Context: an optimization exercise on an open-source flow, tuned for small area, a short achievable clock period and few clock cycles. The choices shown serve that exercise and are no tape-out recipe. Where RTL was checked, it was by simulation tests only, not by an equivalence proof against the original. Power figures rest on the tool's default switching activity, not on a simulated workload.

== the baseline ==
==> flow/design.v <==
module pfx_add #(parameter W = 32)
               (input[W-1:0]    a, b,
                input           ci,
                output[W-1:0]   s);
localparam L = 5;               
wire [W-1:0] g [0:L];
wire [W-1:0] p [0:L];
assign g[0] = a & b;
assign p[0] = a ^ b;
genvar k, i;
generate
    for (k = 0; k < L; k = k + 1) begin : lvl
        for (i = 0; i < W; i = i + 1) begin : bit_
            if (((i >> k) & 1) == 1) begin : comb
                localparam integer J = ((i >> k) << k) - 1;
                assign g[k+1][i] = g[k][i] | (p[k][i] & g[k][J]);
                assign p[k+1][i] = p[k][i] & p[k][J];
            end else begin : pass
                assign g[k+1][i] = g[k][i];
                assign p[k+1][i] = p[k][i];
            end
        end
    end
endgenerate
wire [W:0] c;
assign c[0] = ci;
generate
    for (i = 0; i < W; i = i + 1) begin : cy
        assign c[i+1] = g[L][i] | (p[L][i] & ci);
    end
endgenerate
assign s = p[0] ^ c[W-1:0];
endmodule
module pfx_ltu #(parameter W = 32)
               (input[W-1:0]    a, b,
                output          lt, eq);
localparam L = 5;               
wire [W-1:0] l [0:L];
wire [W-1:0] e [0:L];
assign l[0] = ~a & b;
assign e[0] = ~(a ^ b);
genvar k, i;
generate
    for (k = 0; k < L; k = k + 1) begin : lvl
        for (i = 0; i < (W >> (k + 1)); i = i + 1) begin : pair
            assign l[k+1][i] = l[k][2*i+1] | (e[k][2*i+1] & l[k][2*i]);
            assign e[k+1][i] = e[k][2*i+1] & e[k][2*i];
        end
    end
endgenerate
assign lt = l[L][0];
assign eq = e[L][0];
endmodule
module riscv_multicycle(input           clk, rst,
                        output[29:0]    mem_addr,
                        output[31:0]    mem_wdata,
                        output[3:0]     mem_wstrb,
                        input[31:0]     mem_rdata);
reg         xv;              
reg [29:0]  xpc;             
reg [29:0]  npc;             
reg [31:7]  xir;             
reg [31:0]  xa, xb;          
reg [31:0]  xt;              
reg         x_ld, x_st, x_br, x_jal, x_jalr, x_lui, x_alu, x_imm, x_we;
reg [31:0]  rf [1:31];
wire [2:0]  f3 = xir[14:12];
wire [4:0]  xrd = xir[11:7];
wire [31:0] immI = {{20{xir[31]}}, xir[31:20]};
wire [31:0] immS = {{20{xir[31]}}, xir[31:25], xir[11:7]};
wire [31:0] asum;
pfx_add #(32) addradd(.a(xa), .b(xt), .ci(1'b0), .s(asum));
wire        sub   = x_alu & ~x_imm & xir[30];
wire [31:0] addv;
pfx_add #(32) aluadd(.a(xa), .b(xb ^ {32{sub}}), .ci(sub), .s(addv));
wire        ltu, eq;
pfx_ltu #(32) cmp(.a(xa), .b(xb), .lt(ltu), .eq(eq));
wire        lt    = ltu ^ xa[31] ^ xb[31];
wire [4:0]  sh    = xb[4:0];
wire        left  = (f3 == 3'b001);
wire [31:0] srcs;
genvar gi;
generate for (gi = 0; gi < 32; gi = gi + 1) begin : rev
    assign srcs[gi] = left ? xa[31-gi] : xa[gi];
end endgenerate
wire        fill  = ~left & xir[30] & xa[31];
wire [31:0] shr   = $signed({fill, srcs}) >>> sh;
wire [31:0] shv;
generate for (gi = 0; gi < 32; gi = gi + 1) begin : rev2
    assign shv[gi] = left ? shr[31-gi] : shr[gi];
end endgenerate
reg  [31:0] aluv;
always @(*) begin
    case (f3)
        3'b000: aluv = addv;
        3'b001: aluv = shv;
        3'b010: aluv = {31'b0, lt};
        3'b011: aluv = {31'b0, ltu};
        3'b100: aluv = xa ^ xb;
        3'b101: aluv = shv;
        3'b110: aluv = xa | xb;
        default: aluv = xa & xb;
    endcase
end
reg         bt;
always @(*) begin
    case (f3)
        3'b000: bt = eq;
        3'b001: bt = ~eq;
        3'b100: bt = lt;
        3'b101: bt = ~lt;
        3'b110: bt = ltu;
        3'b111: bt = ~ltu;
        default: bt = 1'b0;
    endcase
end
wire [29:0] xpc1 = xpc + 30'd1;
wire [29:0] tsh;
pfx_add #(30) tgtadd(.a(xpc), .b(xt[31:2]), .ci(1'b0), .s(tsh));
wire [31:0] tsum = {tsh, xt[1:0]};
wire [1:0]  bo = asum[1:0];
reg  [31:0] ldv;
always @(*) begin
    case (f3[1:0])
        2'b00: begin
            case (bo)
                2'b00: ldv[7:0] = mem_rdata[7:0];
                2'b01: ldv[7:0] = mem_rdata[15:8];
                2'b10: ldv[7:0] = mem_rdata[23:16];
                default: ldv[7:0] = mem_rdata[31:24];
            endcase
            ldv[31:8] = {24{~f3[2] & ldv[7]}};
        end
        2'b01: begin
            ldv[15:0] = bo[1] ? mem_rdata[31:16] : mem_rdata[15:0];
            ldv[31:16] = {16{~f3[2] & ldv[15]}};
        end
        default: ldv = mem_rdata;
    endcase
end
wire [31:0] wd = x_ld ? ldv :
                 (x_jal | x_jalr) ? {xpc1, 2'b00} :
                 x_alu ? aluv :
                 x_lui ? xt : tsum;
wire        we = xv & x_we;
assign mem_wdata = (f3[1:0] == 2'b00) ? {4{xb[7:0]}} :
                   (f3[1:0] == 2'b01) ? {2{xb[15:0]}} : xb;
reg  [3:0]  strb;
always @(*) begin
    case (f3[1:0])
        2'b00: strb = 4'b0001 << bo;
        2'b01: strb = bo[1] ? 4'b1100 : 4'b0011;
        default: strb = 4'b1111;
    endcase
end
assign mem_wstrb = (xv & x_st) ? strb : 4'b0000;
wire        xmem  = xv & (x_ld | x_st);
wire        guess = xt[31];                  
wire        wrong = xv & x_br & (bt ^ guess);
assign mem_addr = (xv & (x_ld | x_st | x_jalr)) ? asum[31:2] :
                  (xv & (x_jal | (x_br & guess))) ? tsum[31:2] :
                  xv ? xpc1 : npc;
wire [31:0] ins = mem_rdata;
wire [6:0]  op  = ins[6:0];
wire [4:0]  rs1 = ins[19:15];
wire [4:0]  rs2 = ins[24:20];
wire [4:0]  rd  = ins[11:7];
wire        f_ld    = (op == 7'b0000011);
wire        f_st    = (op == 7'b0100011);
wire        f_br    = (op == 7'b1100011);
wire        f_jal   = (op == 7'b1101111);
wire        f_jalr  = (op == 7'b1100111);
wire        f_lui   = (op == 7'b0110111);
wire        f_auipc = (op == 7'b0010111);
wire        f_op    = (op == 7'b0110011);
wire        f_opimm = (op == 7'b0010011);
wire        f_we    = (rd != 5'd0) & (f_ld | f_jal | f_jalr | f_lui | f_auipc | f_op | f_opimm);
wire [31:0] fimm = f_st  ? {{20{ins[31]}}, ins[31:25], ins[11:7]} :
                   (f_ld | f_jalr) ? {{20{ins[31]}}, ins[31:20]} :
                   f_br  ? {{20{ins[31]}}, ins[7], ins[30:25], ins[11:8], 1'b0} :
                   f_jal ? {{12{ins[31]}}, ins[19:12], ins[20], ins[30:21], 1'b0} :
                           {ins[31:12], 12'b0};
reg  [31:0] r1, r2;
integer     ri;
always @(*) begin
    r1 = 32'b0;
    r2 = 32'b0;
    for (ri = 1; ri < 32; ri = ri + 1) begin
        r1 = r1 | ({32{rs1 == ri}} & rf[ri]);
        r2 = r2 | ({32{rs2 == ri}} & rf[ri]);
    end
end
wire [31:0] va = (we && rs1 == xrd) ? wd : r1;
wire [31:0] vb = f_opimm ? {{20{ins[31]}}, ins[31:20]} :
                 ((we && rs2 == xrd) ? wd : r2);
always @(posedge clk) begin
    if (we) rf[xrd] <= wd;
end
always @(posedge clk or posedge rst) begin
    if (rst) begin
        xv  <= 1'b0;
        npc <= 30'b0;
    end
    else begin
        xv  <= ~(xmem | wrong);
        npc <= (x_br & bt) ? tsum[31:2] : xpc1;
    end
end
always @(posedge clk) begin
    xpc     <= mem_addr;
    xir     <= ins[31:7];
    xa      <= va;
    xb      <= vb;
    xt      <= fimm;
    x_ld    <= f_ld;
    x_st    <= f_st;
    x_br    <= f_br;
    x_jal   <= f_jal;
    x_jalr  <= f_jalr;
    x_lui   <= f_lui;
    x_alu   <= f_op | f_opimm;
    x_imm   <= f_opimm;
    x_we    <= f_we;
end
endmodule
==> flow/config.mk <==
export PLATFORM = sky130hd
export DESIGN_NAME = riscv_multicycle
export DESIGN_NICKNAME = riscv_multicycle
export VERILOG_FILES = /design/flow/design.v
export SDC_FILE = /design/flow/constraint.sdc
export NUM_CORES = 4
export LEC_CHECK = 0
export CAP_MARGIN = 20
export CORE_MARGIN = 2
export CORE_UTILIZATION = 40
export SETUP_SLACK_MARGIN = 5
export SLEW_MARGIN = 20
==> flow/constraint.sdc <==
create_clock -name core_clock -period 11.0 [get_ports {clk}]
set_input_delay 2.2000 -clock core_clock [delete_from_list [all_inputs] [get_ports {clk}]]
set_output_delay 2.2000 -clock core_clock [all_outputs]
set_load 0.01 [all_outputs]
run.sh (not shown) runs the stock make flow with config.mk's settings and CLKGATE_MAP_FILE= SYNTH_SCRIPT=/design/flow/synth_recipe.tcl, a recipe that flattens the netlist after the stock synthesis.
The baseline reached the final stage; the timing, DRC and antenna checks on its layout passed.
Testbench counts of the baseline, summed over its fixed seeds: cycles 78,554.
#### Input delta (the candidate over the baseline)
--- a/flow/design.v
+++ b/flow/design.v
@@ -55,13 +55,12 @@
                         output[29:0]    mem_addr,
                         output[31:0]    mem_wdata,
                         output[3:0]     mem_wstrb,
                         input[31:0]     mem_rdata);
 reg         xv;              
 reg [29:0]  xpc;             
-reg [29:0]  npc;             
 reg [31:7]  xir;             
 reg [31:0]  xa, xb;          
 reg [31:0]  xt;              
 reg         x_ld, x_st, x_br, x_jal, x_jalr, x_lui, x_alu, x_imm, x_we;
 reg [31:0]  rf [1:31];
 wire [2:0]  f3 = xir[14:12];
@@ -152,17 +151,14 @@
         2'b01: strb = bo[1] ? 4'b1100 : 4'b0011;
         default: strb = 4'b1111;
     endcase
 end
 assign mem_wstrb = (xv & x_st) ? strb : 4'b0000;
 wire        xmem  = xv & (x_ld | x_st);
-wire        guess = xt[31];                  
-wire        wrong = xv & x_br & (bt ^ guess);
 assign mem_addr = (xv & (x_ld | x_st | x_jalr)) ? asum[31:2] :
-                  (xv & (x_jal | (x_br & guess))) ? tsum[31:2] :
-                  xv ? xpc1 : npc;
+                  (xv & (x_jal | (x_br & bt))) ? tsum[31:2] : xpc1;
 wire [31:0] ins = mem_rdata;
 wire [6:0]  op  = ins[6:0];
 wire [4:0]  rs1 = ins[19:15];
 wire [4:0]  rs2 = ins[24:20];
 wire [4:0]  rd  = ins[11:7];
 wire        f_ld    = (op == 7'b0000011);
@@ -196,21 +192,20 @@
 always @(posedge clk) begin
     if (we) rf[xrd] <= wd;
 end
 always @(posedge clk or posedge rst) begin
     if (rst) begin
         xv  <= 1'b0;
-        npc <= 30'b0;
+        xpc <= {30{1'b1}};
     end
     else begin
-        xv  <= ~(xmem | wrong);
-        npc <= (x_br & bt) ? tsum[31:2] : xpc1;
+        xv  <= ~xmem;
+        if (~xmem) xpc <= mem_addr;
     end
 end
 always @(posedge clk) begin
-    xpc     <= mem_addr;
     xir     <= ins[31:7];
     xa      <= va;
     xb      <= vb;
     xt      <= fimm;
     x_ld    <= f_ld;
     x_st    <= f_st;
## What came out
Post-detailed-route DRC marker count came out exactly the same in the candidate and the baseline.
Comparing the baseline with the candidate, the adder and majority cell fraction of the synthesized area came out essentially unchanged.
The baseline → the candidate: final cell utilization of the core increased by 0.23 points relative to the old numbers; global-route usage increased by 2.2 points relative to the old numbers.
Looking at category of the critical setup timing path, the reg2out result is from the candidate; the in2reg one comes from the baseline.
In the candidate, power dissipated in combinational cells is higher than in the baseline.
Total number of clock tree sinks for the candidate is lower than for the baseline.
The baseline → the candidate: non-clock buffer count rose by 27; cell-internal power fell by 3.8%; synthesized area stayed essentially flat.
The candidate contains more vias than the baseline.
Source-to-sink clock delay at the later pin of the worst-skew pair: the baseline vs the candidate — no meaningful difference
Taking the baseline as the reference point, the required time at the endpoint of the critical path of the candidate falls by 2.92 ns.
Between the candidate and the baseline, total of fill cells in the finished design is lower for the baseline, the candidate comes in above that.
The candidate vs the baseline: synthesized cell count up slightly
Testbench counts of the candidate, summed over its fixed seeds: cycles 74,868.

* * *

== JK ==
riscv_multicycle, a different RTL version from the one above (not shown whole).
Size: ~5,500 cells after synthesis, ~1,100 flip-flops, about 100 I/O pins, ~0.061 mm2 of cells after synthesis.
==> module riscv_multicycle, before the edit <==
module riscv_multicycle(input           clk, rst,
                        output[29:0]    mem_addr,
                        output[31:0]    mem_wdata,
                        output[3:0]     mem_wstrb,
                        input[31:0]     mem_rdata);
reg         xv;              
reg [29:0]  xpc;             
reg [31:7]  xir;             
reg [31:0]  xa, xb;          
reg [31:0]  xt;              
reg         x_ld, x_st, x_br, x_jal, x_jalr, x_lui, x_alu, x_imm, x_we;
reg [31:0]  rf [1:31];
wire [2:0]  f3 = xir[14:12];
wire [4:0]  xrd = xir[11:7];
wire [31:0] immI = {{20{xir[31]}}, xir[31:20]};
wire [31:0] immS = {{20{xir[31]}}, xir[31:25], xir[11:7]};
wire [31:0] asum  = xa + xt;
wire        sub   = x_alu & ~x_imm & xir[30];
wire [31:0] addv  = sub ? xa - xb : xa + xb;
wire        ltu   = xa < xb;
wire        lt    = $signed(xa) < $signed(xb);
wire        eq    = (xa == xb);
wire [4:0]  sh    = xb[4:0];
wire        left  = (f3 == 3'b001);
wire [31:0] srcs;
genvar gi;
generate for (gi = 0; gi < 32; gi = gi + 1) begin : rev
    assign srcs[gi] = left ? xa[31-gi] : xa[gi];
end endgenerate
wire        fill  = ~left & xir[30] & xa[31];
wire [31:0] shr   = $signed({fill, srcs}) >>> sh;
wire [31:0] shv;
generate for (gi = 0; gi < 32; gi = gi + 1) begin : rev2
    assign shv[gi] = left ? shr[31-gi] : shr[gi];
end endgenerate
reg  [31:0] aluv;
always @(*) begin
    case (f3)
        3'b000: aluv = addv;
        3'b001: aluv = shv;
        3'b010: aluv = {31'b0, lt};
        3'b011: aluv = {31'b0, ltu};
        3'b100: aluv = xa ^ xb;
        3'b101: aluv = shv;
        3'b110: aluv = xa | xb;
        default: aluv = xa & xb;
    endcase
end
reg         bt;
always @(*) begin
    case (f3)
        3'b000: bt = eq;
        3'b001: bt = ~eq;
        3'b100: bt = lt;
        3'b101: bt = ~lt;
        3'b110: bt = ltu;
        3'b111: bt = ~ltu;
        default: bt = 1'b0;
    endcase
end
wire [29:0] xpc1 = xpc + 30'd1;
wire [31:0] tsum = (x_lui ? 32'b0 : {xpc, 2'b00}) + xt;
wire [1:0]  bo = asum[1:0];
reg  [31:0] ldv;
always @(*) begin
    case (f3[1:0])
        2'b00: begin
            case (bo)
                2'b00: ldv[7:0] = mem_rdata[7:0];
                2'b01: ldv[7:0] = mem_rdata[15:8];
                2'b10: ldv[7:0] = mem_rdata[23:16];
                default: ldv[7:0] = mem_rdata[31:24];
            endcase
            ldv[31:8] = {24{~f3[2] & ldv[7]}};
        end
        2'b01: begin
            ldv[15:0] = bo[1] ? mem_rdata[31:16] : mem_rdata[15:0];
            ldv[31:16] = {16{~f3[2] & ldv[15]}};
        end
        default: ldv = mem_rdata;
    endcase
end
wire [31:0] wd = x_ld ? ldv :
                 (x_jal | x_jalr) ? {xpc1, 2'b00} :
                 x_alu ? aluv : tsum;
wire        we = xv & x_we;
assign mem_wdata = (f3[1:0] == 2'b00) ? {4{xb[7:0]}} :
                   (f3[1:0] == 2'b01) ? {2{xb[15:0]}} : xb;
reg  [3:0]  strb;
always @(*) begin
    case (f3[1:0])
        2'b00: strb = 4'b0001 << bo;
        2'b01: strb = bo[1] ? 4'b1100 : 4'b0011;
        default: strb = 4'b1111;
    endcase
end
assign mem_wstrb = (xv & x_st) ? strb : 4'b0000;
wire        xmem  = xv & (x_ld | x_st);
assign mem_addr = (xv & (x_ld | x_st | x_jalr)) ? asum[31:2] :
                  (xv & (x_jal | (x_br & bt))) ? tsum[31:2] : xpc1;
wire [31:0] ins = mem_rdata;
wire [6:0]  op  = ins[6:0];
wire [4:0]  rs1 = ins[19:15];
wire [4:0]  rs2 = ins[24:20];
wire [4:0]  rd  = ins[11:7];
wire        f_ld    = (op == 7'b0000011);
wire        f_st    = (op == 7'b0100011);
wire        f_br    = (op == 7'b1100011);
wire        f_jal   = (op == 7'b1101111);
wire        f_jalr  = (op == 7'b1100111);
wire        f_lui   = (op == 7'b0110111);
wire        f_auipc = (op == 7'b0010111);
wire        f_op    = (op == 7'b0110011);
wire        f_opimm = (op == 7'b0010011);
wire        f_we    = (rd != 5'd0) & (f_ld | f_jal | f_jalr | f_lui | f_auipc | f_op | f_opimm);
wire [31:0] fimm = f_st  ? {{20{ins[31]}}, ins[31:25], ins[11:7]} :
                   (f_ld | f_jalr) ? {{20{ins[31]}}, ins[31:20]} :
                   f_br  ? {{20{ins[31]}}, ins[7], ins[30:25], ins[11:8], 1'b0} :
                   f_jal ? {{12{ins[31]}}, ins[19:12], ins[20], ins[30:21], 1'b0} :
                           {ins[31:12], 12'b0};
reg  [31:0] r1, r2;
integer     ri;
always @(*) begin
    r1 = 32'b0;
    r2 = 32'b0;
    for (ri = 1; ri < 32; ri = ri + 1) begin
        r1 = r1 | ({32{rs1 == ri}} & rf[ri]);
        r2 = r2 | ({32{rs2 == ri}} & rf[ri]);
    end
end
wire [31:0] va = (we && rs1 == xrd) ? wd : r1;
wire [31:0] vb = f_opimm ? {{20{ins[31]}}, ins[31:20]} :
                 ((we && rs2 == xrd) ? wd : r2);
always @(posedge clk) begin
    if (we) rf[xrd] <= wd;
end
always @(posedge clk or posedge rst) begin
    if (rst) begin
        xv  <= 1'b0;
        xpc <= {30{1'b1}};
    end
    else begin
        xv  <= ~xmem;
        if (~xmem) xpc <= mem_addr;
    end
end
always @(posedge clk) begin
    xir     <= ins[31:7];
    xa      <= va;
    xb      <= vb;
    xt      <= fimm;
    x_ld    <= f_ld;
    x_st    <= f_st;
    x_br    <= f_br;
    x_jal   <= f_jal;
    x_jalr  <= f_jalr;
    x_lui   <= f_lui;
    x_alu   <= f_op | f_opimm;
    x_imm   <= f_opimm;
    x_we    <= f_we;
end
endmodule
==> flow/config.mk <==
export PLATFORM = sky130hd
export DESIGN_NAME = riscv_multicycle
export DESIGN_NICKNAME = riscv_multicycle
export VERILOG_FILES = /design/flow/design.v
export SDC_FILE = /design/flow/constraint.sdc
export NUM_CORES = 4
export LEC_CHECK = 0
export CAP_MARGIN = 20
export CORE_MARGIN = 2
export CORE_UTILIZATION = 40
export SETUP_SLACK_MARGIN = 5
export SLEW_MARGIN = 20
==> flow/constraint.sdc <==
create_clock -name core_clock -period 11.0 [get_ports {clk}]
set_input_delay 2.2000 -clock core_clock [delete_from_list [all_inputs] [get_ports {clk}]]
set_output_delay 2.2000 -clock core_clock [all_outputs]
set_load 0.01 [all_outputs]
What MS does differently from JK at the input level:
--- a/flow/design.v
+++ b/flow/design.v
@@ -13,9 +13,9 @@
 wire [2:0]  f3 = xir[14:12];
 wire [4:0]  xrd = xir[11:7];
 wire [31:0] immI = {{20{xir[31]}}, xir[31:20]};
 wire [31:0] immS = {{20{xir[31]}}, xir[31:25], xir[11:7]};
-wire [31:0] asum  = xa + xt;
+wire [31:0] asum  = xa + (x_st ? immS : immI);
 wire        sub   = x_alu & ~x_imm & xir[30];
 wire [31:0] addv  = sub ? xa - xb : xa + xb;
 wire        ltu   = xa < xb;
 wire        lt    = $signed(xa) < $signed(xb);
@@ -112,11 +112,9 @@
 wire        f_auipc = (op == 7'b0010111);
 wire        f_op    = (op == 7'b0110011);
 wire        f_opimm = (op == 7'b0010011);
 wire        f_we    = (rd != 5'd0) & (f_ld | f_jal | f_jalr | f_lui | f_auipc | f_op | f_opimm);
-wire [31:0] fimm = f_st  ? {{20{ins[31]}}, ins[31:25], ins[11:7]} :
-                   (f_ld | f_jalr) ? {{20{ins[31]}}, ins[31:20]} :
-                   f_br  ? {{20{ins[31]}}, ins[7], ins[30:25], ins[11:8], 1'b0} :
+wire [31:0] fimm = f_br  ? {{20{ins[31]}}, ins[7], ins[30:25], ins[11:8], 1'b0} :
                    f_jal ? {{12{ins[31]}}, ins[19:12], ins[20], ins[30:21], 1'b0} :
                            {ins[31:12], 12'b0};
 reg  [31:0] r1, r2;
 integer     ri;
### Flow results
MS against JK: number of flip-flops and latches went up, post-route minimum period saw a decrease, via count level, power after layout decreased about 0.37%, clock latency on the worst-skew pair saw a decrease. NOTE placer congestion estimate JK->MS increased by a few percent. A kind of critical path of register to register is what MS shows, while register to output pin belongs to JK.
No run of this note included a check of the RTL's function; only the layout flow was run.

-- afterwards: timing with drivers on the ports --
The flow's constraints put no driver on any port. The routed layouts listed below were extracted and timed again, unchanged, in two steps.
Step 1 sets driving cells, clkbuf_16 on the clock port and buf_2 on the other inputs (assumed; they add their load-dependent delay and slew).
Step 2 moves the port delays by t, midway between the first and last clock arrival at a register: inputs arrive t later, outputs are due t later. That takes back most of the time a late clock gives input paths.
Three values: ideal ports, drivers, drivers and shift; two values: the first two.
run | t, ns | setup slack, ns | worst slew at a driven data input, ns | cell pins on the clock port's net
the baseline | 0.851 | 4.916 / 4.881 / 4.113 | 0.11 | 1
the candidate | 0.849 | 4.550 / 4.467 / 3.943 | 0.18 | 1
JK | 0.859 | 4.249 / 4.171 / 4.055 | 0.26 | 1
MS | 0.851 | 4.446 / 4.423 / 4.144 | 0.15 | 1
After both steps setup and hold are still met in every run listed. For the baseline, which loses most, drivers alone change the setup slack by -0.035 ns; drivers and shift together by -0.803 ns.
